Background: an optimization exercise with open tools, aiming at small area and a short achievable clock period. Do not read the settings as production practice.
RTL that was checked went through simulation tests only; none was proved equivalent to the original.
No functional check of the RTL was part of runs 1 and 2.
Power is estimated from default activity; no workload was simulated.

==> config.mk <==
export PLATFORM = sky130hd
export DESIGN_NAME = gb_apu
export DESIGN_NICKNAME = gb_apu
export VERILOG_FILES = /design/flow/design.v
export SDC_FILE = /design/flow/constraint.sdc
export NUM_CORES = 4
export LEC_CHECK = 0
export CAP_MARGIN = 20
export CORE_MARGIN = 2
export CORE_UTILIZATION = 40
export CTS_BUF_LIST = sky130_fd_sc_hd__clkbuf_4
export SETUP_SLACK_MARGIN = 5
export SLEW_MARGIN = 20
==> constraint.sdc <==
create_clock -name core_clock -period 11.0 [get_ports {clk}]
set_input_delay 2.2000 -clock core_clock [delete_from_list [all_inputs] [get_ports {clk}]]
set_output_delay 2.2000 -clock core_clock [all_outputs]
set_load 0.01 [all_outputs]
==> design.v <==
module gbx_len #(
    parameter W = 6
) (
    input  logic         clk,
    input  logic         rst,
    input  logic         tick,
    input  logic         start,
    input  logic         single,
    input  logic [W-1:0] length,
    output logic         en,
    output logic         en_n
);
    logic [W-1:0] cnt;
    logic step;
    assign step = tick & single;
    always_comb begin
        if (rst) en_n = 1'b0;
        else if (start) en_n = 1'b1;
        else if (step & (&cnt)) en_n = 1'b0;
        else en_n = en;
    end
    always_ff @(posedge clk) begin
        en <= en_n;
        if (start) cnt <= length | {W{~|length}};
        else if (step) cnt <= cnt + 1'b1;
    end
endmodule
module gbx_env (
    input  logic       clk,
    input  logic       tick,
    input  logic       start,
    input  logic [3:0] init,
    input  logic       inc,
    input  logic [2:0] n,
    output logic [3:0] vol_n
);
    logic [2:0] cnt;
    logic [3:0] vol;
    always_comb begin
        if (start) vol_n = init;
        else if (tick & (cnt == 3'd0) & (n != 3'd0) & inc) vol_n = (&vol) ? 4'd14 : vol + 1'b1;
        else vol_n = vol;
    end
    always_ff @(posedge clk) begin
        vol <= vol_n;
        if (start) cnt <= n;
        else if (tick) cnt <= (cnt != 3'd0) ? cnt - 1'b1 : n;
    end
endmodule
module gbx_pulse #(
    parameter SWEEP = 1
) (
    input  logic        clk,
    input  logic        len_rst,
    input  logic        len_clk,
    input  logic        env_clk,
    input  logic        sw_clk,
    input  logic        sp,
    input  logic [ 2:0] pace,
    input  logic        dec,
    input  logic [ 2:0] nsh,
    input  logic [ 1:0] duty_n,
    input  logic [ 5:0] length,
    input  logic [ 3:0] init,
    input  logic        inc,
    input  logic [ 2:0] nenv,
    input  logic        single,
    input  logic [10:0] freq,
    output logic [ 3:0] level_n,
    output logic        on
);
    logic [10:0] shadow;
    logic        ovf, ovf_n;
    generate
        if (SWEEP) begin : g_sweep
            logic [3:0] stimer;
            logic sen;
            logic [10:0] delta;
            logic [3:0] reload;
            logic step;
            logic [11:0] res;
            assign delta  = shadow >> nsh;
            assign reload = (pace == 3'd0) ? 4'd8 : {1'b0, pace};
            assign step   = sw_clk & (stimer == 4'd0) & sen;
            assign res    = {1'b0, shadow} + {1'b0, delta ^ {11{dec}}} + {11'd0, dec};
            always_comb begin
                if (sp) ovf_n = 1'b0;
                else if (step & ~dec & ~ovf) ovf_n = res[11];
                else ovf_n = ovf;
            end
            always_ff @(posedge clk) begin
                ovf <= ovf_n;
                if (sp) begin
                    shadow <= freq;
                    stimer <= reload;
                    sen    <= (pace != 3'd0) && (nsh != 3'd0);
                end else if (sw_clk) begin
                    if (stimer != 4'd0) stimer <= stimer - 1'b1;
                    else begin
                        stimer <= reload;
                        if (sen & (dec | ~ovf)) shadow <= res[10:0];
                    end
                end
            end
        end else begin : g_nosweep
            always_ff @(posedge clk) begin
                if (sp) shadow <= freq;
            end
            assign ovf   = 1'b0;
            assign ovf_n = 1'b0;
        end
    endgenerate
    logic [3:0] vol_n;
    gbx_env envelope (
        .clk  (clk),
        .tick (env_clk),
        .start(sp),
        .init (init),
        .inc  (inc),
        .n    (nenv),
        .vol_n(vol_n)
    );
    logic len_en, len_en_n;
    gbx_len #(6) len (
        .clk   (clk),
        .rst   (len_rst),
        .tick  (len_clk),
        .start (sp),
        .single(single),
        .length(length),
        .en    (len_en),
        .en_n  (len_en_n)
    );
    logic [ 2:0] widx, widx_n;
    logic [10:0] pd;
    logic [ 1:0] pdc;
    logic        wrap;
    assign wrap = (pdc == 2'b00) & (&pd);
    always_comb begin
        if (sp) widx_n = 3'd0;
        else if (wrap) widx_n = widx + 1'b1;
        else widx_n = widx;
    end
    always_ff @(posedge clk) begin
        widx <= widx_n;
        if (sp) pdc <= 2'b11;
        else pdc <= pdc - 1'b1;
        if (sp) pd <= freq;
        else if (pdc == 2'b00) pd <= (&pd) ? shadow : pd + 1'b1;
    end
    logic wv_n;
    always_comb begin
        case (duty_n)
            2'b00:   wv_n = &widx_n;
            2'b01:   wv_n = &widx_n[2:1];
            2'b10:   wv_n = widx_n[2];
            default: wv_n = |widx_n[2:1];
        endcase
    end
    assign on      = len_en & ~ovf;
    assign level_n = (len_en_n & ~ovf_n & wv_n) ? vol_n : 4'b0000;
endmodule
module gbx_wave (
    input  logic        clk,
    input  logic        len_rst,
    input  logic        len_clk,
    input  logic        start,
    input  logic        sp,
    input  logic [ 7:0] length,
    input  logic [ 1:0] vol_n,
    input  logic        on,
    input  logic        on_n,
    input  logic        single,
    input  logic [10:0] freq,
    input  logic [ 7:0] byte_n,
    output logic [ 4:0] ptr,
    output logic [ 4:0] ptr_next,
    output logic [ 3:0] level_n,
    output logic        en
);
    logic [11:0] div;
    logic        wrap;
    assign wrap = &div;
    always_comb begin
        if (sp) ptr_next = 5'd0;
        else if (wrap & on) ptr_next = ptr + 1'b1;
        else ptr_next = ptr;
    end
    always_ff @(posedge clk) begin
        ptr <= ptr_next;
        if (sp | wrap) div <= {freq, 1'b0};
        else div <= div + 1'b1;
    end
    logic [3:0] sample_n;
    assign sample_n = ptr_next[0] ? byte_n[3:0] : byte_n[7:4];
    always_comb begin
        if (on_n) begin
            case (vol_n)
                2'b00:   level_n = 4'b0000;
                2'b01:   level_n = sample_n;
                2'b10:   level_n = {1'b0, sample_n[3:1]};
                default: level_n = {2'b00, sample_n[3:2]};
            endcase
        end else level_n = 4'b0000;
    end
    logic en_n;
    gbx_len #(8) len (
        .clk   (clk),
        .rst   (len_rst),
        .tick  (len_clk),
        .start (start),
        .single(single),
        .length(length),
        .en    (en),
        .en_n  (en_n)
    );
endmodule
module gbx_noise (
    input  logic       clk,
    input  logic       len_rst,
    input  logic       len_clk,
    input  logic       env_clk,
    input  logic       sp,
    input  logic [5:0] length,
    input  logic [3:0] init,
    input  logic       inc,
    input  logic [2:0] nenv,
    input  logic [3:0] shift,
    input  logic       width7,
    input  logic [2:0] ratio,
    input  logic       single,
    output logic [3:0] level_n,
    output logic       en
);
    logic [ 6:0] pdiv;
    logic [21:0] calc;
    assign pdiv = (ratio == 3'd0) ? 7'd8 : {ratio, 4'b0000};
    assign calc = {15'd0, pdiv} << shift;
    logic [21:0] ft;
    logic [14:0] lfsr, lfsr_n;
    logic        fb, fire;
    assign fb   = lfsr[0] ^ lfsr[1];
    assign fire = (ft == 22'd0);
    always_comb begin
        if (sp) lfsr_n = {15{1'b1}};
        else if (fire) lfsr_n = width7 ? {fb, lfsr[14:8], fb, lfsr[6:1]} : {fb, lfsr[14:1]};
        else lfsr_n = lfsr;
    end
    always_ff @(posedge clk) begin
        lfsr <= lfsr_n;
        if (sp | fire) ft <= calc;
        else ft <= ft - 1'b1;
    end
    logic [3:0] vol_n;
    gbx_env envelope (
        .clk  (clk),
        .tick (env_clk),
        .start(sp),
        .init (init),
        .inc  (inc),
        .n    (nenv),
        .vol_n(vol_n)
    );
    logic en_n;
    gbx_len #(6) len (
        .clk   (clk),
        .rst   (len_rst),
        .tick  (len_clk),
        .start (sp),
        .single(single),
        .length(length),
        .en    (en),
        .en_n  (en_n)
    );
    assign level_n = (en_n & ~lfsr_n[0]) ? vol_n : 4'b0000;
endmodule
module gb_apu (
    input  logic        clk,
    input  logic        reset,
    input  logic [15:0] addr_i,
    input  logic [ 7:0] data_i,
    input  logic        wren,
    output logic [ 7:0] data_o,
    output logic [15:0] left,
    output logic [15:0] right
);
    logic       hi_ok, in_regs, in_wave, is26;
    logic [4:0] ridx;
    assign hi_ok   = (addr_i[15:6] == 10'b1111111100);
    assign in_regs = hi_ok & (addr_i[5] ^ addr_i[4]);
    assign in_wave = hi_ok & addr_i[5] & addr_i[4];
    assign ridx    = {~addr_i[4], addr_i[3:0]};
    assign is26    = in_regs & (ridx == 5'd22);
    logic [31:0][7:0] regs, regs_n;
    logic             se;
    assign se = regs[22][7];
    logic       clr, wr_ok;
    logic [7:0] dcol;
    assign clr   = reset | (wren & is26 & ~data_i[7]);
    assign wr_ok = wren & in_regs & (se | (is26 & data_i[7]));
    assign dcol  = data_i & {8{~clr}};
    integer i;
    always_comb begin
        for (i = 0; i < 32; i = i + 1) begin
            regs_n[i] = (clr | (wr_ok & (ridx == i[4:0]))) ? dcol : regs[i];
        end
    end
    always_ff @(posedge clk) regs <= regs_n;
    logic [15:0][7:0] wave;
    logic [7:0] cur_byte, byte_n;
    logic [4:0] ptr, ptr_next;
    logic [3:0] wave_waddr;
    logic       wave_we, ch3_dac;
    assign ch3_dac    = regs[10][7];
    assign wave_waddr = ch3_dac ? ptr[4:1] : addr_i[3:0];
    assign wave_we    = ~reset & wren & in_wave;
    integer k;
    always_ff @(posedge clk) begin
        for (k = 0; k < 16; k = k + 1) begin
            if (wave_we & (wave_waddr == k[3:0])) wave[k] <= data_i;
        end
    end
    assign byte_n = (wave_we && (wave_waddr == ptr_next[4:1])) ? data_i : wave[ptr_next[4:1]];
    always_ff @(posedge clk) cur_byte <= byte_n;
    logic [3:0] trig_w, start, sp;
    assign trig_w[0] = wren & data_i[7] & (addr_i == 16'hFF14);
    assign trig_w[1] = wren & data_i[7] & (addr_i == 16'hFF19);
    assign trig_w[2] = wren & data_i[7] & (addr_i == 16'hFF1E);
    assign trig_w[3] = wren & data_i[7] & (addr_i == 16'hFF23);
    always_ff @(posedge clk) begin
        if (~reset) start <= trig_w;
        sp <= reset ? 4'b0000 : (trig_w & ~start);
    end
    logic [15:0] fdiv;
    always_ff @(posedge clk) begin
        if (reset) fdiv <= 16'd0;
        else fdiv <= fdiv + 1'b1;
    end
    logic len_clk, sw_clk, env_clk;
    assign len_clk = &fdiv[13:0];
    assign sw_clk  = &fdiv[14:0];
    assign env_clk = &fdiv[15:0];
    logic [3:0] lv1_n, lv2_n, lv3_n, lv4_n;
    logic ch1_on, ch2_on, ch3_on, ch4_on;
    gbx_pulse #(1) channel_1 (
        .clk    (clk),
        .len_rst(~se),
        .len_clk(len_clk),
        .env_clk(env_clk),
        .sw_clk (sw_clk),
        .sp     (sp[0]),
        .pace   (regs[0][6:4]),
        .dec    (regs[0][3]),
        .nsh    (regs[0][2:0]),
        .duty_n (regs_n[1][7:6]),
        .length (regs[1][5:0]),
        .init   (regs[2][7:4]),
        .inc    (regs[2][3]),
        .nenv   (regs[2][2:0]),
        .single (regs[4][6]),
        .freq   ({regs[4][2:0], regs[3]}),
        .level_n(lv1_n),
        .on     (ch1_on)
    );
    gbx_pulse #(0) channel_2 (
        .clk    (clk),
        .len_rst(~se),
        .len_clk(len_clk),
        .env_clk(env_clk),
        .sw_clk (sw_clk),
        .sp     (sp[1]),
        .pace   (3'd0),
        .dec    (1'b0),
        .nsh    (3'd0),
        .duty_n (regs_n[6][7:6]),
        .length (regs[6][5:0]),
        .init   (regs[7][7:4]),
        .inc    (regs[7][3]),
        .nenv   (regs[7][2:0]),
        .single (regs[9][6]),
        .freq   ({regs[9][2:0], regs[8]}),
        .level_n(lv2_n),
        .on     (ch2_on)
    );
    gbx_wave channel_3 (
        .clk     (clk),
        .len_rst (~se),
        .len_clk (len_clk),
        .start   (start[2]),
        .sp      (sp[2]),
        .length  (regs[11]),
        .vol_n   (regs_n[12][6:5]),
        .on      (ch3_dac),
        .on_n    (regs_n[10][7]),
        .single  (regs[14][6]),
        .freq    ({regs[14][2:0], regs[13]}),
        .byte_n  (byte_n),
        .ptr     (ptr),
        .ptr_next(ptr_next),
        .level_n (lv3_n),
        .en      (ch3_on)
    );
    gbx_noise channel_4 (
        .clk    (clk),
        .len_rst(~se),
        .len_clk(len_clk),
        .env_clk(env_clk),
        .sp     (sp[3]),
        .length (regs[16][5:0]),
        .init   (regs[17][7:4]),
        .inc    (regs[17][3]),
        .nenv   (regs[17][2:0]),
        .shift  (regs[18][7:4]),
        .width7 (regs[18][3]),
        .ratio  (regs[18][2:0]),
        .single (regs[19][6]),
        .level_n(lv4_n),
        .en     (ch4_on)
    );
    logic [47:0] rsel;
    logic [ 7:0] rd;
    integer m;
    always_comb begin
        for (m = 0; m < 48; m = m + 1) rsel[m] = hi_ok & (addr_i[5:0] == m[5:0] + 6'd16);
        rd = 8'h00;
        for (m = 0; m < 32; m = m + 1) begin
            if (m == 22) rd = rd | ({8{rsel[m]}} & {se, 3'b000, ch4_on, ch3_on, ch2_on, ch1_on});
            else rd = rd | ({8{rsel[m]}} & regs[m]);
        end
        for (m = 0; m < 16; m = m + 1) rd = rd | ({8{rsel[32+m] & ~ch3_dac}} & wave[m]);
        rd = rd | ({8{in_wave & ch3_dac}} & cur_byte);
        data_o = rd | {8{~(in_regs | in_wave)}};
    end
    logic [7:0] pan_n;
    assign pan_n = regs_n[21];
    logic [5:0] sum_l, sum_r;
    always_ff @(posedge clk) begin
        sum_l <= (pan_n[4] ? {2'b00, lv1_n} : 6'd0) + (pan_n[5] ? {2'b00, lv2_n} : 6'd0)
               + (pan_n[6] ? {2'b00, lv3_n} : 6'd0) + (pan_n[7] ? {2'b00, lv4_n} : 6'd0);
        sum_r <= (pan_n[0] ? {2'b00, lv1_n} : 6'd0) + (pan_n[1] ? {2'b00, lv2_n} : 6'd0)
               + (pan_n[2] ? {2'b00, lv3_n} : 6'd0) + (pan_n[3] ? {2'b00, lv4_n} : 6'd0);
    end
    logic [2:0] vl, vr;
    assign vl = regs[20][6:4] & {3{se}};
    assign vr = regs[20][2:0] & {3{se}};
    logic [8:0] mix_l, mix_r;
    assign mix_l = (vl[0] ? {3'd0, sum_l} : 9'd0) + (vl[1] ? {2'd0, sum_l, 1'b0} : 9'd0)
                 + (vl[2] ? {1'd0, sum_l, 2'b0} : 9'd0);
    assign mix_r = (vr[0] ? {3'd0, sum_r} : 9'd0) + (vr[1] ? {2'd0, sum_r, 1'b0} : 9'd0)
                 + (vr[2] ? {1'd0, sum_r, 2'b0} : 9'd0);
    assign left  = {1'b0, mix_l, 6'b0};
    assign right = {1'b0, mix_r, 6'b0};
endmodule
==> run.sh <==
#!/bin/bash
# synth_recipe.tcl (not shown) runs the flow's synth.tcl, then flattens the netlist and writes it again
# the make line also repeats each setting of config.mk as NAME=value (left out here)
make -C /OpenROAD-flow-scripts/flow DESIGN_CONFIG=/design/flow/config.mk WORK_HOME=/design/flow/orfs CLKGATE_MAP_FILE= SYNTH_SCRIPT=/design/flow/synth_recipe.tcl finish
==> metrics.log, run 1 <==
INFO  metric yosysWarnings = 8
INFO  metric worst_r2r_path_depth = 19
INFO  metric dpl_cell_area = 31,090 um2
INFO  metric synth.cell_area = 29,030 um2
INFO  metric grt_setup_unrepaired = yes
INFO  metric run_status = complete, no violations
INFO  metric postLayoutCoreUtil = 49.66%
INFO  metric area_growth = 22.70%
INFO  metric ys_seq_area_share = 55.92%
INFO  metric asyncSetResetFlopFracSynth = 0%
INFO  metric synth.cells.most_frequent = 450 x sky130_fd_sc_hd__edfxtp_1, 241 x sky130_fd_sc_hd__nor2_1, 142 x sky130_fd_sc_hd__nand2_1
INFO  metric reg2reg_setup_slack = 5.13 ns
INFO  metric worstReg2RegStart = regs[87]
INFO  metric fmax = 144.8 MHz
INFO  metric grt_pass1_wl = 169.1 mm
INFO  metric postCtsHoldBufs = 0
INFO  metric detail_route.first_pass.iterations = 9
INFO  metric synth_enable_flop_cells = 450
INFO  metric final_std_cells_w_o_fill = 3,892
INFO  metric port_buffers = 52
INFO  metric chipWidth = 273.4 um
INFO  metric crit_fanout = 18
INFO  metric worst_path_arrival_time = 4.71 ns
INFO  metric setup.worst_path.end_class = output pin
INFO  metric syn-mean-instance-area = 11.45 um2
INFO  metric worstSkewPairLatency = 1.06 ns
INFO  metric hold_class = flop to flop
INFO  metric globalRoute.totalOverflow = 0
INFO  metric number_of_buffers_added_by_the_clock_tree_synthesis_step = 161
INFO  metric cts_buffer_depth = 3
INFO  metric cp.required = 8.80 ns
INFO  metric clock_skew = 0.07955 ns
INFO  metric tightest_slew = 1.171 ns
INFO  metric drc = 0
INFO  metric die_y = 273.4 um
INFO  metric cp-endpoint = data_o[4]
INFO  metric cp-startpoint = addr_i[2]
INFO  metric cts.reportedPaths.clkPinSlew = 0.06 ns
INFO  metric area_of_the_core = 71,730 um2
INFO  metric hold-worst-slack = 0.3945 ns
INFO  metric synth_area_leaders = sky130_fd_sc_hd__edfxtp_1 47%, sky130_fd_sc_hd__dfxtp_1 9.4%, sky130_fd_sc_hd__nor2_1 3.1%, sky130_fd_sc_hd__mux2i_1 3.0%, sky130_fd_sc_hd__ha_1 2.7%
INFO  metric place_hpwl = 86.02 mm
INFO  metric placement_rows = 98
INFO  metric critPathLaunchType = input port
INFO  metric detail_route.vias_per_cell = 6.275
INFO  metric timing.final.setup_violations = 0
INFO  metric yosys.cell_count.top_type = sky130_fd_sc_hd__edfxtp_1
INFO  metric drt.antenna.violating_nets = 0
INFO  metric grt_start_max_net_pins = 78
INFO  metric drive_above_1_share = 24.99%
INFO  metric fin_setup_tns = 0 ns
INFO  metric route.detailed.wl_per_inst = 30.99 um
INFO  metric first_global_vias = 23,510
INFO  metric critical_path_class = input port to output pin
INFO  metric floorplan.initialDensity = 40.47%
INFO  metric power.ir.vdd_worst = 0.08446 mV
INFO  metric gp_routability_congestion = 1.100
INFO  metric pre_cts_setup_slack = 2.376 ns
INFO  metric postSynth.topFlopCell = sky130_fd_sc_hd__edfxtp_1
INFO  metric ys_seq_elements = 586
INFO  metric timing.max_cap.violations = 0
INFO  metric powerDensity = 148.6 nW/um2
INFO  metric worst_slew_margin_rel = 21.40%
INFO  metric ioPinCount = 67
INFO  metric synth_top_area_share = 46.55%
INFO  metric placed_cell_count = 3,481
INFO  metric cts.root.buffer_cell = sky130_fd_sc_hd__clkbuf_4
INFO  metric cts.sinks = 586
INFO  metric timing.rr.end = sum_l[5]
INFO  metric tritoncts = done
INFO  metric final-hold-violation-count = 0
INFO  metric synthDistinctLibCells = 100
INFO  metric total_power = 5.292 mW
INFO  metric postLayoutCellArea = 35,620 um2
INFO  metric maxSlewViolCount = 0
INFO  metric power.leakage = 13.29 nW
INFO  metric htree_num_levels = 4
INFO  metric timing.final.crit_period = 6.905 ns
INFO  metric synthCells = 2,535
INFO  metric detailroute.via_count = 24,420
INFO  metric globalRouteTotalUtil = 31.94%
INFO  metric initial_antenna_violation_count = 6
INFO  metric final_nets = 2,920
INFO  metric drt-total-wl = 120.6 mm
INFO  metric overall_die_area = 74,750 um2
INFO  metric worst_slack = 4.095 ns
INFO  metric netlist.top_cell.by_area = sky130_fd_sc_hd__edfxtp_1
INFO  metric final_min_period_over_clock_period = 62.77%
INFO  metric detailedRoute.firstIterationViolations = 3,174
[worst max-delay path: stages]
cell,delay (ns)
sky130_fd_sc_hd__buf_6,0.15
sky130_fd_sc_hd__and4bb_4,0.24
sky130_fd_sc_hd__a222oi_1,0.58
sky130_fd_sc_hd__nor2_1,0.15
sky130_fd_sc_hd__a21oi_2,0.18
sky130_fd_sc_hd__o2111ai_4,0.18
sky130_fd_sc_hd__a21oi_2,0.15
sky130_fd_sc_hd__nand4_1,0.15
sky130_fd_sc_hd__or4_4,0.55
sky130_fd_sc_hd__buf_6,0.14
[layout make-up]
class / count / area, um2
Antenna cell: 5 / 12.51
Tap cell: 950 / 1189
Sequential cell: 586 / 16240
Timing Repair Buffer: 211 / 2064
Inverter: 113 / 432.9
Fill cell: 6423 / 36110
Clock inverter: 67 / 445.4
Clock buffer: 230 / 1727
Multi-Input combinational cell: 1730 / 13510
[kinds of logic after synthesis]
family | synth area share (%)
compound gates | 15.62
xor+xnor | 3.349
fa+ha+maj | 4.577
buf+inv | 3.400
flops | 55.92
mux | 3.392
other cells | 0.01292
simple gates | 13.72
[layer usage]
layer	vias to the layer above	wire (um)	part of all wire (%)	global-route usage [%]
met5	-	0	0	0
met4	0	7704	6.4	17.01
met3	417	12760	11	8.921
met2	1592	52740	44	48.96
met1	12050	47410	39	41.06
li1	10360	-	-	-
[cell usage in the layout, fill, tap and decap left out, drive strengths merged, types with 20 or more instances in the layout]
master,n
inv,118
clkinv,54
edfxtp,450
nor2b,26
fa,27
a221oi,76
o21ai,123
ha,63
nor4,34
nor3,47
nor2,243
a22oi,47
xnor2,70
nand2,145
buf,186
clkbuf,233
xor2,41
nand2b,23
a21o,20
mux2i,86
nand3,96
and3,50
a21oi,124
dfxtp,136
nand4,44
a22o,73
[flip-flops by register name, indices dropped and copies added, names as in the netlist, 5 cells and up]
signal	count
regs	249
wave	128
channel_4.ft	22
fdiv	16
channel_4.lfsr	15
channel_3.div	12
channel_1.pd	11
channel_1.shadow	11
channel_2.pd	11
channel_2.shadow	11
channel_3.len.cnt	8
cur_byte	8
channel_1.len.cnt	6
channel_2.len.cnt	6
channel_4.len.cnt	6
sum_l	6
sum_r	6
channel_3.ptr	5
[worst min path at each step]
| stage | from | to | depth (start not counted) |
|---|---|---|---|
| 2_1_floorplan | channel_1.pdc[0] | channel_1.pdc[0] | 1 |
| 3_3_place_gp | channel_2.pdc[0] | channel_2.pdc[0] | 1 |
| 3_5_place_dp | channel_1.pdc[0] | channel_1.pdc[0] | 1 |
| 4_1_cts | start[3] | sp[3] | 1 |
| 5_1_grt | start[3] | sp[3] | 1 |
| 6_report | channel_1.pdc[0] | channel_1.pdc[0] | 1 |
[timing repair]
action	CTS	global route
pin swaps	70	46
setup endpoints to repair	31	26
resized for setup	324	83
buffers inserted	73	26
cloned	8	2
[report_power, final]
part / total [mW] / switching, mW / internal, mW
clock network: 2.11 / 0.994 / 1.11
logic: 0.491 / 0.299 / 0.192
registers: 2.69 / 0.163 / 2.53
total: 5.29 / 1.46 / 3.84
==> run 2, diff against run 1 <==
--- a/config.mk
+++ b/config.mk
@@ -10,3 +10,2 @@
 export CORE_UTILIZATION = 40
-export CTS_BUF_LIST = sky130_fd_sc_hd__clkbuf_4
 export SETUP_SLACK_MARGIN = 5
==> run 2 against run 1 <==
Clock skew is 0.052 ns lower. Non-clock buffer count is 6 higher. Core utilization is 0.056 points higher. Global-route usage is 0.64 points lower. Worst hold slack better by 0.00093 ns. Sequential share of layout area is 0.055 points lower. Via count is 2.8% lower. Power is 4.5% higher. Cell count is 4.4% lower. First-iteration DRC count is 3.7% higher. Clock-buffer cell count is 154 lower. Sequential cell count stayed put. Still clean on timing, DRC and antenna.
==> metrics.log, run 2 <==
INFO  metric run_status = complete, no violations
INFO  metric worst_slack = 4.053 ns
INFO  metric timing.max_cap.violations = 0
INFO  metric critical_path_class = input port to output pin
INFO  metric synth.cell_area = 29,030 um2
INFO  metric asyncSetResetFlopFracSynth = 0%
INFO  metric power.leakage = 13.16 nW
INFO  metric detail_route.vias_per_cell = 6.379
INFO  metric drive_above_1_share = 20.41%
INFO  metric floorplan.initialDensity = 40.47%
INFO  metric syn-mean-instance-area = 11.45 um2
INFO  metric power.ir.vdd_worst = 0.1024 mV
INFO  metric critical-path-top-cell-by-count = sky130_fd_sc_hd__a21oi_2
INFO  metric setup.worst_path.end_class = output pin
INFO  metric netlist.top_cell.by_area = sky130_fd_sc_hd__edfxtp_1
INFO  metric number_of_flip_flops_under_the_largest_register_name = 249
INFO  metric gp_routability_congestion = 1.100
INFO  metric maxSlewViolCount = 0
INFO  metric final_min_period_over_clock_period = 63.16%
INFO  metric critPathLaunchType = input port
INFO  metric htree_num_levels = 3
INFO  metric globalRouteTotalUtil = 31.29%
INFO  metric detail_route.first_pass.iterations = 5
INFO  metric powerDensity = 155.0 nW/um2
INFO  metric placed_cell_count = 3,481
INFO  metric port_buffers = 52
INFO  metric pre_cts_setup_slack = 2.376 ns
INFO  metric hold-worst-slack = 0.3954 ns
INFO  metric yosys.cell_count.top_type = sky130_fd_sc_hd__edfxtp_1
INFO  metric ys_seq_area_share = 55.92%
INFO  metric clock_skew = 0.02740 ns
INFO  metric chipWidth = 273.4 um
INFO  metric synthDistinctLibCells = 100
INFO  metric grt_start_max_net_pins = 78
INFO  metric drt.antenna.violating_nets = 0
INFO  metric worst_r2r_path_depth = 21
INFO  metric synth.cells.most_frequent = 450 x sky130_fd_sc_hd__edfxtp_1, 241 x sky130_fd_sc_hd__nor2_1, 142 x sky130_fd_sc_hd__nand2_1
INFO  metric placement_rows = 98
INFO  metric drc = 0
INFO  metric dpl_cell_area = 31,090 um2
INFO  metric synth_area_leaders = sky130_fd_sc_hd__edfxtp_1 47%, sky130_fd_sc_hd__dfxtp_1 9.4%, sky130_fd_sc_hd__nor2_1 3.1%, sky130_fd_sc_hd__mux2i_1 3.0%, sky130_fd_sc_hd__ha_1 2.7%
INFO  metric cpPeakStageDelay = 0.59 ns
INFO  metric worst_slew_margin_rel = 20.89%
INFO  metric final-hold-violation-count = 0
INFO  metric drt-total-wl = 119.5 mm
INFO  metric fmax = 143.9 MHz
INFO  metric grt_setup_unrepaired = yes
INFO  metric area_of_the_core = 71,730 um2
INFO  metric postLayoutCellArea = 35,660 um2
INFO  metric worstSkewPairLatency = 0.63 ns
INFO  metric postSynth.topFlopCell = sky130_fd_sc_hd__edfxtp_1
INFO  metric route.detailed.wl_per_inst = 32.14 um
INFO  metric grt_pass1_wl = 166.3 mm
INFO  metric initial_antenna_violation_count = 6
INFO  metric final_nets = 2,833
INFO  metric timing.final.crit_period = 6.947 ns
INFO  metric die_y = 273.4 um
INFO  metric crit_fanout = 5
INFO  metric synthCells = 2,535
INFO  metric final_std_cells_w_o_fill = 3,720
INFO  metric overall_die_area = 74,750 um2
INFO  metric largest_register = regs
INFO  metric synth_enable_flop_cells = 450
INFO  metric fin_setup_tns = 0 ns
INFO  metric tritoncts = done
INFO  metric cts.root.buffer_cell = sky130_fd_sc_hd__clkbuf_16
INFO  metric largest_registers = regs: 249 flops, wave: 128 flops, channel_4.ft: 22 flops
INFO  metric globalRoute.totalOverflow = 0
INFO  metric yosysWarnings = 8
INFO  metric number_of_buffers_added_by_the_clock_tree_synthesis_step = 67
INFO  metric hold_class = flop to flop
INFO  metric final.fill_count = 6,351
INFO  metric ys_seq_elements = 586
INFO  metric cts.reportedPaths.clkPinSlew = 0.06 ns
INFO  metric ioPinCount = 67
INFO  metric cp_top_family = compound AO/OA/AOI/OAI gates
INFO  metric layout.cells.most_common = sky130_fd_sc_hd__edfxtp_1
INFO  metric place_hpwl = 86.02 mm
INFO  metric first_global_vias = 22,540
INFO  metric synth_top_area_share = 46.55%
INFO  metric worst_path_arrival_time = 4.75 ns
INFO  metric critPathBufInv = 2
INFO  metric timing.final.setup_violations = 0
INFO  metric min_delay_path_depth = 1
INFO  metric mostFrequentLayoutCells = 450 x sky130_fd_sc_hd__edfxtp_1, 190 x sky130_fd_sc_hd__nor2_1, 133 x sky130_fd_sc_hd__dfxtp_1, 131 x sky130_fd_sc_hd__buf_4, 128 x sky130_fd_sc_hd__nand2_1
INFO  metric cts_buffer_depth = 3
INFO  metric detailedRoute.firstIterationViolations = 3,293
INFO  metric critical_path.cell_chain = buf_16, and4bb_4, a222oi_1, nor2_1, a21oi_2, o2111ai_4, a21oi_2, nand4_1, or4_4, buf_6
INFO  metric tightest_slew = 1.179 ns
INFO  metric cpMaxStageDelayCell = sky130_fd_sc_hd__or4_4
INFO  metric area_growth = 22.84%
INFO  metric postCtsHoldBufs = 0
INFO  metric detailroute.via_count = 23,730
INFO  metric worstSetupPathDepth = 10
INFO  metric cp.required = 8.80 ns
INFO  metric cts.sinks = 586
[run 2: cell counts after synthesis]
Identical to the previous run, type by type.
[run 2: where the power goes]
group | switching, mW | internal, mW
combinational | 0.294 | 0.191
clock | 0.967 | 1.38
sequential | 0.162 | 2.53
[run 2: area by class of cell]
class                   count  area [um2]  area share [%]
clock inverters            45       529.3           1.484
well taps                 950        1189           3.333
multi-input cells        1731       13350           37.44
clock buffers              76        1742           4.884
diodes                      2       5.005         0.01403
flip-flops and latches    586       16240           45.54
repair buffers            217        2175           6.098
inverters                 113       432.9           1.214
[run 2: logic make-up (layout without fill, tap and decap cells)]
| group | Yosys count | count (layout) | synth area share, % |
|---|---|---|---|
| mux | 96 | 96 | 3.392 |
| flops | 586 | 586 | 55.92 |
| other cells | 1 | 16 | 0.01292 |
| buf+inv | 234 | 451 | 3.400 |
| xor+xnor | 111 | 111 | 3.349 |
| compound gates | 631 | 631 | 15.62 |
| simple gates | 786 | 789 | 13.72 |
| fa+ha+maj | 90 | 90 | 4.577 |
[run 2: timing repair]
action | 4_1_cts | 5_1_grt
resized for setup | 286 | 72
buffers inserted | 56 | 48
setup endpoints to repair | 26 | 22
hold endpoints to repair | 0 | 0
pin swaps | 55 | 30
cloned | 6 | 6
[run 2: layer usage]
layer  vias up  routed length (um)  GRT usage, %
li1      10070                   -             -
met1     11820               47040         40.72
met2      1501               52760         48.01
met3       339               12770         8.605
met4         2                6952         15.57
met5         -                  17             0
[run 2: worst paths after layout]
kind                    startpoint               end  slack [ns]
setup / recovery         addr_i[2]         data_o[4]        4.05
hold reg to reg   channel_1.pdc[0]  channel_1.pdc[0]        0.40
setup reg to reg  channel_3.div[0]          sum_l[5]        4.93
hold / removal    channel_1.pdc[0]  channel_1.pdc[0]        0.40
[run 2: worst reg2reg max path, stage by stage (launching register included)]
cell and delay [ns]:
sky130_fd_sc_hd__dfxtp_1 0.45, sky130_fd_sc_hd__ha_2 0.34, sky130_fd_sc_hd__nand3_2 0.26, sky130_fd_sc_hd__nor4_1 0.76, sky130_fd_sc_hd__a21oi_1 0.21, sky130_fd_sc_hd__and2_1 0.45, sky130_fd_sc_hd__o32ai_1 0.54, sky130_fd_sc_hd__or3_4 0.23
sky130_fd_sc_hd__nor4_4 0.04, sky130_fd_sc_hd__buf_4 0.20, sky130_fd_sc_hd__buf_4 0.15, sky130_fd_sc_hd__a2111oi_4 0.36, sky130_fd_sc_hd__o31ai_1 0.18, sky130_fd_sc_hd__fa_1 0.44, sky130_fd_sc_hd__fa_1 0.46, sky130_fd_sc_hd__inv_1 0.07
sky130_fd_sc_hd__ha_1 0.16, sky130_fd_sc_hd__inv_1 0.05, sky130_fd_sc_hd__fa_1 0.39, sky130_fd_sc_hd__nor2b_1 0.12, sky130_fd_sc_hd__o21ai_0 0.08, sky130_fd_sc_hd__nand2b_1 0.07
[run 2: through the flow]
stage          util, %  power (mW)
2_1_floorplan        -       2.965
3_3_place_gp     43.30       3.138
3_5_place_dp     43.34       3.156
4_1_cts          48.52       5.498
5_1_grt          49.71       5.667
6_report         49.72       5.529
==> run 3, diff against run 2 <==
--- a/design.v
+++ b/design.v
@@ -286,9 +286,11 @@
 );
-    logic       hi_ok, in_regs, in_wave, is26;
+    logic       hi_ok, in_lo, in_hi, in_regs, in_wave, is26;
     logic [4:0] ridx;
     assign hi_ok   = (addr_i[15:6] == 10'b1111111100);
-    assign in_regs = hi_ok & (addr_i[5] ^ addr_i[4]);
+    assign in_lo   = hi_ok & ~addr_i[5] & addr_i[4];
+    assign in_hi   = hi_ok & addr_i[5] & ~addr_i[4];
+    assign in_regs = in_lo | in_hi;
     assign in_wave = hi_ok & addr_i[5] & addr_i[4];
     assign ridx    = {~addr_i[4], addr_i[3:0]};
-    assign is26    = in_regs & (ridx == 5'd22);
+    assign is26    = (addr_i == 16'hFF26);
     logic [31:0][7:0] regs, regs_n;
@@ -296,7 +298,7 @@
     assign se = regs[22][7];
-    logic       clr, wr_ok;
+    logic       clr;
     logic [7:0] dcol;
-    assign clr   = reset | (wren & is26 & ~data_i[7]);
-    assign wr_ok = wren & in_regs & (se | (is26 & data_i[7]));
-    assign dcol  = data_i & {8{~clr}};
+    assign clr  = reset | (wren & is26 & ~data_i[7]);
+    assign dcol = data_i & {8{~clr}};
+    logic [31:0] wsel;
     integer i;
@@ -304,3 +306,7 @@
         for (i = 0; i < 32; i = i + 1) begin
-            regs_n[i] = (clr | (wr_ok & (ridx == i[4:0]))) ? dcol : regs[i];
+            if (i == 22) wsel[i] = wren & is26 & (se | data_i[7]);
+            else wsel[i] = wren & se & (addr_i == 16'hFF10 + i[15:0]);
+        end
+        for (i = 0; i < 32; i = i + 1) begin
+            regs_n[i] = (clr | wsel[i]) ? dcol : regs[i];
         end
@@ -419,15 +425,11 @@
     );
-    logic [47:0] rsel;
-    logic [ 7:0] rd;
-    integer m;
+    logic [31:0][7:0] rdarr;
     always_comb begin
-        for (m = 0; m < 48; m = m + 1) rsel[m] = hi_ok & (addr_i[5:0] == m[5:0] + 6'd16);
-        rd = 8'h00;
-        for (m = 0; m < 32; m = m + 1) begin
-            if (m == 22) rd = rd | ({8{rsel[m]}} & {se, 3'b000, ch4_on, ch3_on, ch2_on, ch1_on});
-            else rd = rd | ({8{rsel[m]}} & regs[m]);
-        end
-        for (m = 0; m < 16; m = m + 1) rd = rd | ({8{rsel[32+m] & ~ch3_dac}} & wave[m]);
-        rd = rd | ({8{in_wave & ch3_dac}} & cur_byte);
-        data_o = rd | {8{~(in_regs | in_wave)}};
+        rdarr     = regs;
+        rdarr[22] = {se, 3'b000, ch4_on, ch3_on, ch2_on, ch1_on};
+    end
+    always_comb begin
+        if (in_regs) data_o = rdarr[ridx];
+        else if (in_wave) data_o = ch3_dac ? cur_byte : wave[addr_i[3:0]];
+        else data_o = 8'hFF;
     end
==> flow/run.sh (new file) <==
#!/bin/bash
cp standard.sh standard_sh_copy.txt
cp config.mk config_mk_copy.txt
export BUFFER_PORTS_ARGS="-buffer_cell sky130_fd_sc_hd__buf_2"
bash standard.sh > standard_flow.log 2>&1
==> standard.sh (new file) <==
#!/bin/bash
# synth_recipe.tcl (not shown) runs the flow's synth.tcl, then flattens the netlist and writes it again
# the make line also repeats each setting of config.mk as NAME=value (left out here)
make -C /OpenROAD-flow-scripts/flow DESIGN_CONFIG=/design/flow/config.mk WORK_HOME=/design/flow/orfs CLKGATE_MAP_FILE= SYNTH_SCRIPT=/design/flow/synth_recipe.tcl "${@:-finish}"
--- a/config.mk
+++ b/config.mk
@@ -7,6 +7,9 @@
 export LEC_CHECK = 0
+export ABC_AREA = 1
 export CAP_MARGIN = 20
 export CORE_MARGIN = 2
-export CORE_UTILIZATION = 40
-export SETUP_SLACK_MARGIN = 5
+export CORE_UTILIZATION = 60
+export CTS_CLUSTER_DIAMETER = 80
+export CTS_CLUSTER_SIZE = 30
+export SETUP_SLACK_MARGIN = 4.6
 export SLEW_MARGIN = 20
removed: run.sh
==> run 3 against run 2 <==
Critical path type unchanged. Still clean on timing, DRC and antenna. Highest routed layer is now met4. Largest power group unchanged. First-iteration DRC count decreased by 2.4%. Critical path depth unchanged. Clock-buffer cell count decreased by 35. Worst hold slack improved by 0.0028 ns. Die area decreased by 33%. Critical endpoint is now data_o[7].
==> metrics.log, run 3 <==
INFO  metric run_status = complete, no violations
INFO  metric overall_die_area = 49,940 um2
INFO  metric synth_xor_xnor_area_share = 2.515%
INFO  metric placement_rows = 80
INFO  metric mostFrequentLayoutCells = 548 x sky130_fd_sc_hd__nand2_1, 450 x sky130_fd_sc_hd__edfxtp_1, 297 x sky130_fd_sc_hd__inv_1, 224 x sky130_fd_sc_hd__nand3_1, 211 x sky130_fd_sc_hd__o21ai_0
INFO  metric netlist.top_cell.by_area = sky130_fd_sc_hd__edfxtp_1
INFO  metric grt_setup_unrepaired = yes
INFO  metric ioPinCount = 67
INFO  metric drive_above_1_share = 10.54%
INFO  metric place_hpwl = 58.28 mm
INFO  metric synthAdderAreaFrac = 4.468%
INFO  metric globalRoute.totalOverflow = 0
INFO  metric grt_start_max_net_pins = 68
INFO  metric die_y = 223.5 um
INFO  metric grt_use_met3 = 5.426%
INFO  metric synth_area_leaders = sky130_fd_sc_hd__edfxtp_1 47%, sky130_fd_sc_hd__dfxtp_1 9.4%, sky130_fd_sc_hd__nand2_1 7.1%, sky130_fd_sc_hd__o21ai_0 3.9%, sky130_fd_sc_hd__inv_1 3.9%
INFO  metric combinational_family_with_the_most_area_after_synthesis = simple AND/OR/NAND/NOR gates
INFO  metric global_route_layer_with_the_greatest_usage = met2
INFO  metric critical_path_class = input port to output pin
INFO  metric critPathLaunchType = input port
INFO  metric layout.cells.most_common = sky130_fd_sc_hd__nand2_1
INFO  metric fin_setup_tns = 0 ns
INFO  metric ys_seq_area_share = 56.18%
INFO  metric detailroute.via_count = 23,140
INFO  metric clock_skew = 0.04879 ns
INFO  metric final_std_cells_w_o_fill = 3,661
INFO  metric drc = 0
INFO  metric hold_class = flop to flop
INFO  metric power.leakage = 12.48 nW
INFO  metric final.fill_count = 3,772
INFO  metric worstSkewPairLatency = 0.62 ns
INFO  metric power.ir.vdd_worst = 0.1596 mV
INFO  metric cts.sinks = 586
INFO  metric synth-simple-area-share = 17.00%
INFO  metric route.detailed.wl_per_inst = 23.78 um
INFO  metric synthMuxAreaShare = 0.03463%
INFO  metric final-hold-violation-count = 0
INFO  metric met1_usage = 46.58%
INFO  metric synthCells = 2,955
INFO  metric tightest_slew = 1.228 ns
INFO  metric drt.antenna.violating_nets = 0
INFO  metric synth_compound_area_share = 13.42%
INFO  metric worst_slew_margin_rel = 17.85%
INFO  metric postSynth.topFlopCell = sky130_fd_sc_hd__edfxtp_1
INFO  metric chipWidth = 223.5 um
INFO  metric total_power = 4.694 mW
INFO  metric timing.final.setup_violations = 0
INFO  metric port_buffers = 52
INFO  metric area_growth = 10.59%
INFO  metric powerDensity = 146.9 nW/um2
INFO  metric largest_registers = regs: 249 flops, wave: 128 flops, channel_4.ft: 22 flops
INFO  metric synth_top_area_share = 46.76%
INFO  metric maxSlewViolCount = 0
INFO  metric fmax = 155.3 MHz
INFO  metric synth_enable_flop_cells = 450
INFO  metric gr-usage-met2 = 53.37%
INFO  metric initial_antenna_violation_count = 0
INFO  metric detailedRoute.firstIterationViolations = 3,213
INFO  metric floorplan.initialDensity = 60.66%
INFO  metric timing.final.crit_period = 6.440 ns
INFO  metric timing.max_cap.violations = 0
INFO  metric detail_route.first_pass.iterations = 6
INFO  metric cts.reportedPaths.clkPinSlew = 0.08 ns
INFO  metric asyncSetResetFlopFracSynth = 0%
INFO  metric syn-mean-instance-area = 9.781 um2
INFO  metric first_global_vias = 21,820
INFO  metric htree_num_levels = 2
INFO  metric gp_routability_congestion = 0.9353
INFO  metric cts.root.buffer_cell = sky130_fd_sc_hd__clkbuf_16
INFO  metric yosys.cell_count.top_type = sky130_fd_sc_hd__nand2_1
INFO  metric synthDistinctLibCells = 77
INFO  metric area_of_the_core = 47,650 um2
INFO  metric crit_fanout = 8
INFO  metric postLayoutCoreUtil = 67.08%
INFO  metric final_nets = 3,134
INFO  metric hold-worst-slack = 0.3982 ns
INFO  metric number_of_buffers_added_by_the_clock_tree_synthesis_step = 34
INFO  metric ys_seq_elements = 586
INFO  metric cp.required = 8.80 ns
INFO  metric setup.worst_path.end_class = output pin
INFO  metric synth.cells.most_frequent = 549 x sky130_fd_sc_hd__nand2_1, 450 x sky130_fd_sc_hd__edfxtp_1, 301 x sky130_fd_sc_hd__inv_1
INFO  metric final_min_period_over_clock_period = 58.54%
INFO  metric cts_buffer_depth = 3
INFO  metric yosysWarnings = 8
INFO  metric postCtsHoldBufs = 0
INFO  metric reg2reg_setup_slack = 4.89 ns
INFO  metric placed_cell_count = 3,559
INFO  metric drt-total-wl = 87.05 mm
INFO  metric largest_register = regs
INFO  metric globalRouteTotalUtil = 33.87%
INFO  metric worst_path_arrival_time = 4.24 ns
INFO  metric tritoncts = done
INFO  metric antenna_cells = 0
INFO  metric detail_route.vias_per_cell = 6.320
INFO  metric grt_pass1_wl = 128.7 mm
INFO  metric number_of_flip_flops_under_the_largest_register_name = 249
INFO  metric synth.cell_area = 28,900 um2
==> run 3: changes by cell type after synthesis, moves of 70 or more <==
cell / before / now
sky130_fd_sc_hd__nand2_1: 142 / 549
sky130_fd_sc_hd__inv_1: 110 / 301
sky130_fd_sc_hd__nand3_1: 94 / 225
sky130_fd_sc_hd__o21ai_0: 121 / 226
sky130_fd_sc_hd__a22oi_1: 47 / 145
sky130_fd_sc_hd__mux2i_1: 86 / 1
sky130_fd_sc_hd__a22o_1: 72 / 2
==> run 3: timing repair <==
item | in CTS | in global routing
buffers inserted | 8 | 20
setup endpoints to repair | 18 | 16
pin swaps | 3 | 21
cloned | 3 | 9
resized for setup | 51 | 77
==> run 3: final timing paths <==
check / start / endpoint / depth (start not counted)
max reg2reg: channel_3.div[0] / sum_l[3] / 22
min: channel_1.pdc[0] / channel_1.pdc[0] / 1
max: addr_i[0] / data_o[7] / 10
min reg2reg: channel_1.pdc[0] / channel_1.pdc[0] / 1
==> run 3: cell families (layout without fill, tap and decap cells) <==
family                   count (synthesis)  in the layout
AND/OR/NAND/NOR                       1113           1116
adder cells (fa/ha/maj)                 87             87
multiplexers                             1              1
flip-flops                             586            586
AO/OA/AOI/OAI                          636            636
buffers and inverters                  448            523
other                                    1             14
XOR/XNOR                                83             83
==> run 3: per-layer routing <==
metal | vias to the layer above | wire (um) | share of wire (%)
met3 | 289 | 8406 | 9.7
li1 | 10480 | - | -
met1 | 11010 | 34770 | 40
met5 | - | 0 | 0
met4 | 0 | 4477 | 5.1
met2 | 1352 | 39400 | 45
==> run 3: area by class of cell <==
cell class                 instances  area (um2)  share of cell area, %
multi-input combinational       1937       11320                  35.42
sequential                       586       16240                  50.80
timing repair buffer             137        1171                  3.664
clock inverter                    21       262.8                 0.8221
inverter                         324        1262                  3.950
clock buffer                      41       940.9                  2.944
tap                              615       769.5                  2.408
==> run 3: critical path, stage by stage <==
cell and delay [ns]:
sky130_fd_sc_hd__buf_12 0.14, sky130_fd_sc_hd__inv_8 0.06, sky130_fd_sc_hd__nor2_4 0.37, sky130_fd_sc_hd__buf_6 0.23
sky130_fd_sc_hd__buf_12 0.14, sky130_fd_sc_hd__a22oi_1 0.09, sky130_fd_sc_hd__a21oi_1 0.37, sky130_fd_sc_hd__o31ai_1 0.20
sky130_fd_sc_hd__a21oi_2 0.24, sky130_fd_sc_hd__buf_2 0.17
==> run 3: report_power, final <==
| part | total, mW | internal, mW | switching [mW] |
|---|---|---|---|
| Clock | 1.52 | 0.686 | 0.832 |
| Combinational | 0.535 | 0.188 | 0.347 |
| Sequential | 2.64 | 2.53 | 0.113 |
| Total | 4.69 | 3.40 | 1.29 |
==> run 3: metrics by stage <==
stage / instance area [um2] / worst slack (ns)
finish: 31960 / 4.560
global route: 31960 / 4.565
CTS: 31260 / 4.567
detailed placement: 29750 / 3.291
global placement: 29740 / 3.331
floorplan: 28950 / 4.750
==> run 4, diff against run 3 <==
--- a/config.mk
+++ b/config.mk
@@ -7,3 +7,2 @@
 export LEC_CHECK = 0
-export ABC_AREA = 1
 export CAP_MARGIN = 20
@@ -13,3 +12,3 @@
 export CTS_CLUSTER_SIZE = 30
-export SETUP_SLACK_MARGIN = 4.6
+export SETUP_SLACK_MARGIN = 4.9
 export SLEW_MARGIN = 20
==> run 4 against run 3 <==
Still clean. Global-route usage decreased by 2.3 points. Non-clock buffer count is 19 higher. Routed wire length is 9.2% lower. Sequential power down 2%. Largest power group unchanged. Critical endpoint unchanged. Clock power about the same. Area after synthesis grew 0.73%. Die area is 0.71% higher. Worst hold slack better by 0.0012 ns. Register-to-register slack gained 0.14 ns. Via count fell by 16%. Cell count fell by 18%.
==> metrics.log, run 4 <==
INFO  metric initial_antenna_violation_count = 0
INFO  metric drt.antenna.violating_nets = 0
INFO  metric clock_skew = 0.03246 ns
INFO  metric grt_use_met3 = 4.128%
INFO  metric cts_buffer_depth = 3
INFO  metric power.leakage = 11.95 nW
INFO  metric grt_pass1_wl = 117.1 mm
INFO  metric global_route_layer_with_the_greatest_usage = met2
INFO  metric postSynth.topFlopCell = sky130_fd_sc_hd__edfxtp_1
INFO  metric globalRouteTotalUtil = 31.57%
INFO  metric cts.root.buffer_cell = sky130_fd_sc_hd__clkbuf_16
INFO  metric cts.sinks = 586
INFO  metric cpPeakStageDelay = 0.54 ns
INFO  metric antenna_cells = 0
INFO  metric globalRoute.totalOverflow = 0
INFO  metric first_global_vias = 18,770
INFO  metric route.detailed.wl_per_inst = 26.27 um
INFO  metric dpl_cell_area = 30,080 um2
INFO  metric final_std_cells_w_o_fill = 3,010
INFO  metric gp_routability_congestion = 0.8762
INFO  metric htree_num_levels = 2
INFO  metric grt_start_max_net_pins = 63
INFO  metric detailroute.via_count = 19,470
INFO  metric cp.required = 8.80 ns
INFO  metric cp_top_family = multiplexers
INFO  metric die_y = 224.3 um
INFO  metric largest_registers = regs: 249 flops, wave: 128 flops, channel_4.ft: 22 flops
INFO  metric drc = 0
INFO  metric yosysWarnings = 8
INFO  metric worstSkewPairLatency = 0.59 ns
INFO  metric area_of_the_core = 47,850 um2
INFO  metric synthCells = 2,282
INFO  metric number_of_buffers_added_by_the_clock_tree_synthesis_step = 34
INFO  metric floorplan.initialDensity = 60.84%
INFO  metric syn-mean-instance-area = 12.76 um2
INFO  metric synth_top_area_share = 46.42%
INFO  metric ioPinCount = 67
INFO  metric crit_fanout = 7
INFO  metric synth_enable_flop_cells = 450
INFO  metric place_hpwl = 53.93 mm
INFO  metric ys_seq_elements = 586
INFO  metric final_min_period_over_clock_period = 57.89%
INFO  metric synthDistinctLibCells = 82
INFO  metric detail_route.vias_per_cell = 6.467
INFO  metric mostFrequentLayoutCells = 450 x sky130_fd_sc_hd__edfxtp_1, 187 x sky130_fd_sc_hd__nor2_1, 162 x sky130_fd_sc_hd__nand2_1, 134 x sky130_fd_sc_hd__dfxtp_1, 124 x sky130_fd_sc_hd__mux4_2
INFO  metric drt-total-wl = 79.07 mm
INFO  metric setup.worst_path.end_class = output pin
INFO  metric fmax = 157.1 MHz
INFO  metric final_nets = 2,483
INFO  metric critical_path_class = input port to output pin
INFO  metric critPathLaunchType = input port
INFO  metric powerDensity = 139.1 nW/um2
INFO  metric yosys.cell_count.top_type = sky130_fd_sc_hd__edfxtp_1
INFO  metric synth.cell_area = 29,110 um2
INFO  metric drive_above_1_share = 19.04%
INFO  metric netlist.top_cell.by_area = sky130_fd_sc_hd__edfxtp_1
INFO  metric critPathBufInv = 4
INFO  metric overall_die_area = 50,300 um2
INFO  metric tightest_slew = 1.006 ns
INFO  metric final-hold-violation-count = 0
INFO  metric area_growth = 12.01%
INFO  metric placement_rows = 80
INFO  metric run_status = complete, no violations
INFO  metric ys_seq_area_share = 55.77%
INFO  metric timing.final.setup_violations = 0
INFO  metric cts.reportedPaths.clkPinSlew = 0.09 ns
INFO  metric worst_slew_margin_rel = 32.71%
INFO  metric power.ir.vdd_worst = 0.1469 mV
INFO  metric maxSlewViolCount = 0
INFO  metric synth_area_leaders = sky130_fd_sc_hd__edfxtp_1 46%, sky130_fd_sc_hd__mux4_2 9.6%, sky130_fd_sc_hd__dfxtp_1 9.4%, sky130_fd_sc_hd__mux2i_1 4.0%, sky130_fd_sc_hd__ha_1 2.6%
INFO  metric asyncSetResetFlopFracSynth = 0%
INFO  metric layout.cells.most_common = sky130_fd_sc_hd__edfxtp_1
INFO  metric grt_setup_unrepaired = yes
INFO  metric reg2reg_setup_slack = 5.03 ns
INFO  metric synth.cells.most_frequent = 450 x sky130_fd_sc_hd__edfxtp_1, 190 x sky130_fd_sc_hd__nor2_1, 164 x sky130_fd_sc_hd__nand2_1
INFO  metric met1_usage = 42.03%
INFO  metric critical_path.cell_chain = buf_16, buf_12, buf_16, mux4_2, mux4_2, mux2i_1, a22oi_2, buf_2
INFO  metric hold_class = flop to flop
INFO  metric placed_cell_count = 2,888
INFO  metric hold-worst-slack = 0.3994 ns
INFO  metric timing.max_cap.violations = 0
INFO  metric gr-usage-met2 = 51.36%
INFO  metric number_of_flip_flops_under_the_largest_register_name = 249
INFO  metric worst_path_arrival_time = 4.17 ns
INFO  metric port_buffers = 52
INFO  metric detail_route.first_pass.iterations = 6
INFO  metric timing.final.crit_period = 6.367 ns
INFO  metric tritoncts = done
INFO  metric postLayoutCellArea = 32,610 um2
INFO  metric fin_setup_tns = 0 ns
INFO  metric largest_register = regs
INFO  metric cpMaxStageDelayCell = sky130_fd_sc_hd__mux4_2
INFO  metric chipWidth = 224.3 um
INFO  metric detailedRoute.firstIterationViolations = 2,174
run 4: cell types whose count changed in the layout (fill, tap and decap cells not counted), sizes merged, moves of 25 or more:
cell	delta
nand2	-393
inv	-222
nand3	-156
o21ai	-136
a22oi	-134
mux4	+124
mux2i	+116
a21oi	-41
xnor2	+36
nor2b	+25
run 4: stage by stage:
stage | utilization, % | setup slack, ns | power [mW]
global route | 68.15 | 4.612 | 4.664
detailed placement | 62.86 | 3.282 | 3.007
CTS | 67.26 | 4.661 | 4.535
global placement | 62.85 | 3.426 | 2.995
finish | 68.15 | 4.633 | 4.536
floorplan | - | 4.900 | 2.863
run 4: worst register-to-register path: stages (launching register included):
cell and delay, ns:
sky130_fd_sc_hd__dfxtp_1 0.37, sky130_fd_sc_hd__ha_2 0.25, sky130_fd_sc_hd__nand3_2 0.21, sky130_fd_sc_hd__or3_1 0.44, sky130_fd_sc_hd__or4_1 0.50, sky130_fd_sc_hd__and2_1 0.18
sky130_fd_sc_hd__buf_4 0.21, sky130_fd_sc_hd__clkinv_4 0.18, sky130_fd_sc_hd__mux4_2 0.35, sky130_fd_sc_hd__a2111oi_4 0.40, sky130_fd_sc_hd__a211oi_1 0.13, sky130_fd_sc_hd__a211oi_2 0.35
sky130_fd_sc_hd__nor3_1 0.10, sky130_fd_sc_hd__a221o_1 0.32, sky130_fd_sc_hd__fa_1 0.47, sky130_fd_sc_hd__fa_1 0.50, sky130_fd_sc_hd__ha_1 0.25, sky130_fd_sc_hd__fa_2 0.35
sky130_fd_sc_hd__a21o_1 0.16, sky130_fd_sc_hd__a21o_1 0.16
run 4: worst paths after layout:
path | to | cells past startpoint | start
setup / recovery | data_o[7] | 8 | addr_i[1]
hold / removal | channel_1.pdc[0] | 1 | channel_1.pdc[0]
setup reg to reg | sum_r[5] | 19 | channel_3.div[0]
hold reg to reg | channel_1.pdc[0] | 1 | channel_1.pdc[0]
run 4: kinds of logic (layout without fill, tap and decap cells):
logic type      Yosys count  after routing  share of synthesized area (%)
simple gates            683            683                          11.56
flops                   586            586                          55.77
compound gates          334            334                          7.139
mux                     263            263                          14.51
buf+inv                 215            315                          3.155
xor+xnor                113            113                          3.425
fa+ha+maj                87             87                          4.435
other cells               1             14                        0.01288
run 4: area by class of cell:
type / count / area [um2]
fillers: 3502 / 15240
repair buffers: 156 / 1519
clock buffers: 41 / 972.2
well taps: 615 / 769.5
inverters: 97 / 387.9
flip-flops and latches: 586 / 16240
clock inverters: 21 / 272.8
multi-input cells: 1494 / 12450
run 4: per-layer routing:
metal	vias to the layer above	wire length (um)
met5	-	0
met4	0	4760
met3	189	5912
met2	880	37500
met1	9694	30900
li1	8702	-
run 4: power by group:
group / leakage, nW / switching (mW) / internal [mW]
clock: 0.601 / 0.812 / 0.705
combinational: 6.07 / 0.233 / 0.203
sequential: 5.28 / 0.0932 / 2.49
run 4: what timing repair did:
action,4_1_cts,5_1_grt
setup endpoints to repair,18,17
gates resized for setup,76,39
pin swaps,6,10
hold buffers,0,0
cloned,11,2
buffers inserted,21,26
==> run 5, diff against run 4 <==
--- a/config.mk
+++ b/config.mk
@@ -12,3 +12,3 @@
 export CTS_CLUSTER_SIZE = 30
-export SETUP_SLACK_MARGIN = 4.9
+export SETUP_SLACK_MARGIN = 4.6
 export SLEW_MARGIN = 20
==> run 5 against run 4 <==
Sequential share of layout area rose by 1.0 points. Sequential power barely moved. Still clean on timing, DRC and antenna. Power is 3.4% lower. Design area down 2.1%. Register-to-register slack lost 0.24 ns. Largest power group unchanged.
==> metrics.log, run 5 <==
INFO  metric powerDensity = 137.1 nW/um2
INFO  metric min_delay_worst_endpoint = sp[0]
INFO  metric worst_r2r_path_depth = 18
INFO  metric reg2reg_setup_slack = 4.79 ns
INFO  metric grt_pass1_wl = 114.0 mm
INFO  metric asyncSetResetFlopFracSynth = 0%
INFO  metric power.ir.vdd_worst = 0.2019 mV
INFO  metric mostFrequentLayoutCells = 450 x sky130_fd_sc_hd__edfxtp_1, 187 x sky130_fd_sc_hd__nor2_1, 164 x sky130_fd_sc_hd__nand2_1, 134 x sky130_fd_sc_hd__dfxtp_1, 124 x sky130_fd_sc_hd__mux4_2
INFO  metric postLayoutCoreUtil = 66.75%
INFO  metric multiInputGateArea = 12,140 um2
INFO  metric layout.cells.most_common = sky130_fd_sc_hd__edfxtp_1
INFO  metric postSynth.topFlopCell = sky130_fd_sc_hd__edfxtp_1
INFO  metric largest_registers = regs: 249 flops, wave: 128 flops, channel_4.ft: 22 flops
INFO  metric postCtsHoldBufs = 0
INFO  metric tritoncts = done
INFO  metric synth_area_leaders = sky130_fd_sc_hd__edfxtp_1 46%, sky130_fd_sc_hd__mux4_2 9.6%, sky130_fd_sc_hd__dfxtp_1 9.4%, sky130_fd_sc_hd__mux2i_1 4.0%, sky130_fd_sc_hd__ha_1 2.6%
INFO  metric synth.cells.most_frequent = 450 x sky130_fd_sc_hd__edfxtp_1, 190 x sky130_fd_sc_hd__nor2_1, 164 x sky130_fd_sc_hd__nand2_1
INFO  metric synthDistinctLibCells = 82
INFO  metric port_buffers = 52
INFO  metric clock_skew = 0.02567 ns
INFO  metric min_delay_path_depth = 1
INFO  metric overall_die_area = 50,300 um2
INFO  metric fin_setup_tns = 0 ns
INFO  metric grt_setup_unrepaired = yes
INFO  metric final-hold-violation-count = 0
INFO  metric drc = 0
INFO  metric critical_path_class = input port to output pin
INFO  metric drt-total-wl = 75.79 mm
INFO  metric worstReg2RegStart = channel_3.div[0]
INFO  metric cts.root.buffer_cell = sky130_fd_sc_hd__clkbuf_16
INFO  metric antenna_cells = 0
INFO  metric ys_seq_area_share = 55.77%
INFO  metric grt_start_max_net_pins = 64
INFO  metric area_growth = 9.705%
INFO  metric yosys.cell_count.top_type = sky130_fd_sc_hd__edfxtp_1
INFO  metric number_of_flip_flops_under_the_largest_register_name = 249
INFO  metric maxSlewViolCount = 0
INFO  metric timing.max_cap.violations = 0
INFO  metric number_of_buffers_added_by_the_clock_tree_synthesis_step = 31
INFO  metric place_hpwl = 51.71 mm
INFO  metric synth_top_area_share = 46.42%
INFO  metric placement_rows = 80
INFO  metric netlist.top_cell.by_area = sky130_fd_sc_hd__edfxtp_1
INFO  metric globalRoute.totalOverflow = 0
INFO  metric postLayoutCellArea = 31,940 um2
INFO  metric area_of_the_core = 47,850 um2
INFO  metric run_status = complete, no violations
INFO  metric tightest_slew = 1.071 ns
INFO  metric globalRouteTotalUtil = 30.27%
INFO  metric gp_routability_congestion = 0.8786
INFO  metric worst_path_arrival_time = 4.17 ns
INFO  metric cts.reportedPaths.clkPinSlew = 0.11 ns
INFO  metric fmax = 156.9 MHz
INFO  metric timing.rr.end = sum_r[5]
INFO  metric detailedRoute.firstIterationViolations = 2,045
INFO  metric drt.antenna.violating_nets = 0
INFO  metric detail_route.vias_per_cell = 6.431
INFO  metric synth.cell_area = 29,110 um2
INFO  metric syn-mean-instance-area = 12.76 um2
INFO  metric ys_seq_elements = 586
INFO  metric floorplan.initialDensity = 60.84%
INFO  metric timing.final.crit_period = 6.372 ns
INFO  metric worst_slew_margin_rel = 28.35%
INFO  metric htree_num_levels = 1
INFO  metric crit_fanout = 9
INFO  metric synthCells = 2,282
INFO  metric route.detailed.wl_per_inst = 25.37 um
INFO  metric yosysWarnings = 8
INFO  metric detail_route.first_pass.iterations = 5
INFO  metric drive_above_1_share = 16.60%
INFO  metric synth_enable_flop_cells = 450
INFO  metric final.fill_count = 3,545
INFO  metric timing.final.setup_violations = 0
INFO  metric ioPinCount = 67
INFO  metric critPathLaunchType = input port
INFO  metric largest_register = regs
INFO  metric cts_buffer_depth = 3
INFO  metric die_y = 224.3 um
INFO  metric chipWidth = 224.3 um
INFO  metric cp.required = 8.80 ns
INFO  metric seq_area = 16,240 um2
INFO  metric power.leakage = 11.71 nW
INFO  metric setup.worst_path.end_class = output pin
INFO  metric cts.sinks = 586
INFO  metric final_min_period_over_clock_period = 57.92%
INFO  metric detailroute.via_count = 19,220
INFO  metric initial_antenna_violation_count = 2
INFO  metric hold_class = flop to flop
INFO  metric dpl_cell_area = 30,030 um2
INFO  metric worstSkewPairLatency = 0.63 ns
INFO  metric final_nets = 2,462
INFO  metric hold_start = start[0]
INFO  metric first_global_vias = 18,720
run 5: cell counts after synthesis:
Identical to the previous run, type by type.
run 5: cell families after synthesis:
family,after synthesis,synth area share (%)
simple gates,683,11.56
flops,586,55.77
compound gates,334,7.139
mux,263,14.51
buf+inv,215,3.155
xor+xnor,113,3.425
fa+ha+maj,87,4.435
other cells,1,0.01288
run 5: how the worst max path moves through the flow:
stage	from	endpoint	slack, ns	cells after the start
2_1_floorplan	addr_i[1]	data_o[0]	4.60	7
3_3_place_gp	addr_i[0]	data_o[3]	3.49	7
3_5_place_dp	addr_i[1]	sum_l[5]	3.43	16
4_1_cts	addr_i[0]	data_o[2]	4.60	7
5_1_grt	addr_i[4]	sum_r[5]	4.58	19
6_report	addr_i[0]	data_o[2]	4.63	7
run 5: critical path, stage by stage:
cell	delay (ns)
sky130_fd_sc_hd__buf_16	0.14
sky130_fd_sc_hd__buf_4	0.18
sky130_fd_sc_hd__mux4_2	0.55
sky130_fd_sc_hd__mux4_2	0.57
sky130_fd_sc_hd__mux2i_1	0.21
sky130_fd_sc_hd__a22oi_2	0.13
sky130_fd_sc_hd__buf_2	0.18
run 5: layer usage:
metal	track usage, %	part of all wire, %	wire [um]	up-vias
met5	0	0	0	-
met4	8.075	2.9	2193	0
met3	3.801	6.1	4622	134
met2	50.03	48	36630	699
met1	43.01	43	32350	9715
li1	-	-	-	8667
run 5: cell type report:
| type | count | share of cell area, % |
|---|---|---|
| inverter | 97 | 1.187 |
| clock buffer | 36 | 2.519 |
| sequential | 586 | 50.84 |
| timing repair buffer | 138 | 4.035 |
| multi-input combinational | 1494 | 38.02 |
| clock inverter | 22 | 0.9833 |
| tap | 615 | 2.409 |
run 5: where the power goes:
part / total, mW / switching (mW) / internal (mW)
combinational: 0.411 / 0.220 / 0.190
sequential: 2.58 / 0.0895 / 2.49
clock: 1.39 / 0.807 / 0.582
run 5: timing repair:
action                                  4_1_cts  5_1_grt
setup buffers                                11       22
cloned                                        7        1
pin swaps                                     2        1
resized for setup                            28       24
endpoints found under the setup margin       16       15
run 5: stage by stage:
step                hold slack, ns  worst slack [ns]  power [mW]  cells
global placement            0.3749             3.491       2.988   2887
detailed placement          0.3845             3.433       3.001   2888
floorplan                   0.3663             4.603       2.861   2295
finish                      0.3930             4.628       4.380   2988
CTS                         0.3920             4.604       4.378   2964
global route                0.4074             4.575       4.510   2988

-- static timing again, ports no longer ideal --
No port has a modelled driver above. Below, the same layouts with a new extraction and two added sets of constraints. Step 1 assumes that a clkbuf_16 drives the clock port and a buf_2 every other input. Step 2 also shifts input and output timing later by t, the mid clock arrival at the registers, as if the neighbouring blocks saw the same clock. Slacks: no drivers / after step 1 / after step 2; pairs: no drivers / after step 1.
run | t (ns) | slack for setup (ns) | hold slack, ns | worst setup path after step 2 | pins driven straight from the clock port
run 1 | 1.078 | 4.095 / 4.032 / 4.032 | 0.394 / 0.394 / 0.394 | input to output | 1
run 2 | 0.690 | 4.053 / 3.919 / 3.919 | 0.395 / 0.395 / 0.395 | input to output | 1
run 3 | 0.649 | 4.560 / 4.482 / 4.096 | 0.398 / 0.398 / 0.398 | input to register | 1
run 4 | 0.634 | 4.633 / 4.343 / 4.245 | 0.399 / 0.399 / 0.399 | input to register | 1
run 5 | 0.683 | 4.628 / 4.388 / 4.013 | 0.393 / 0.393 / 0.393 | input to register | 1
After both steps setup and hold are still met in every run listed. For run 5, which loses most, drivers alone change the setup slack by -0.240 ns; drivers and shift together by -0.615 ns.
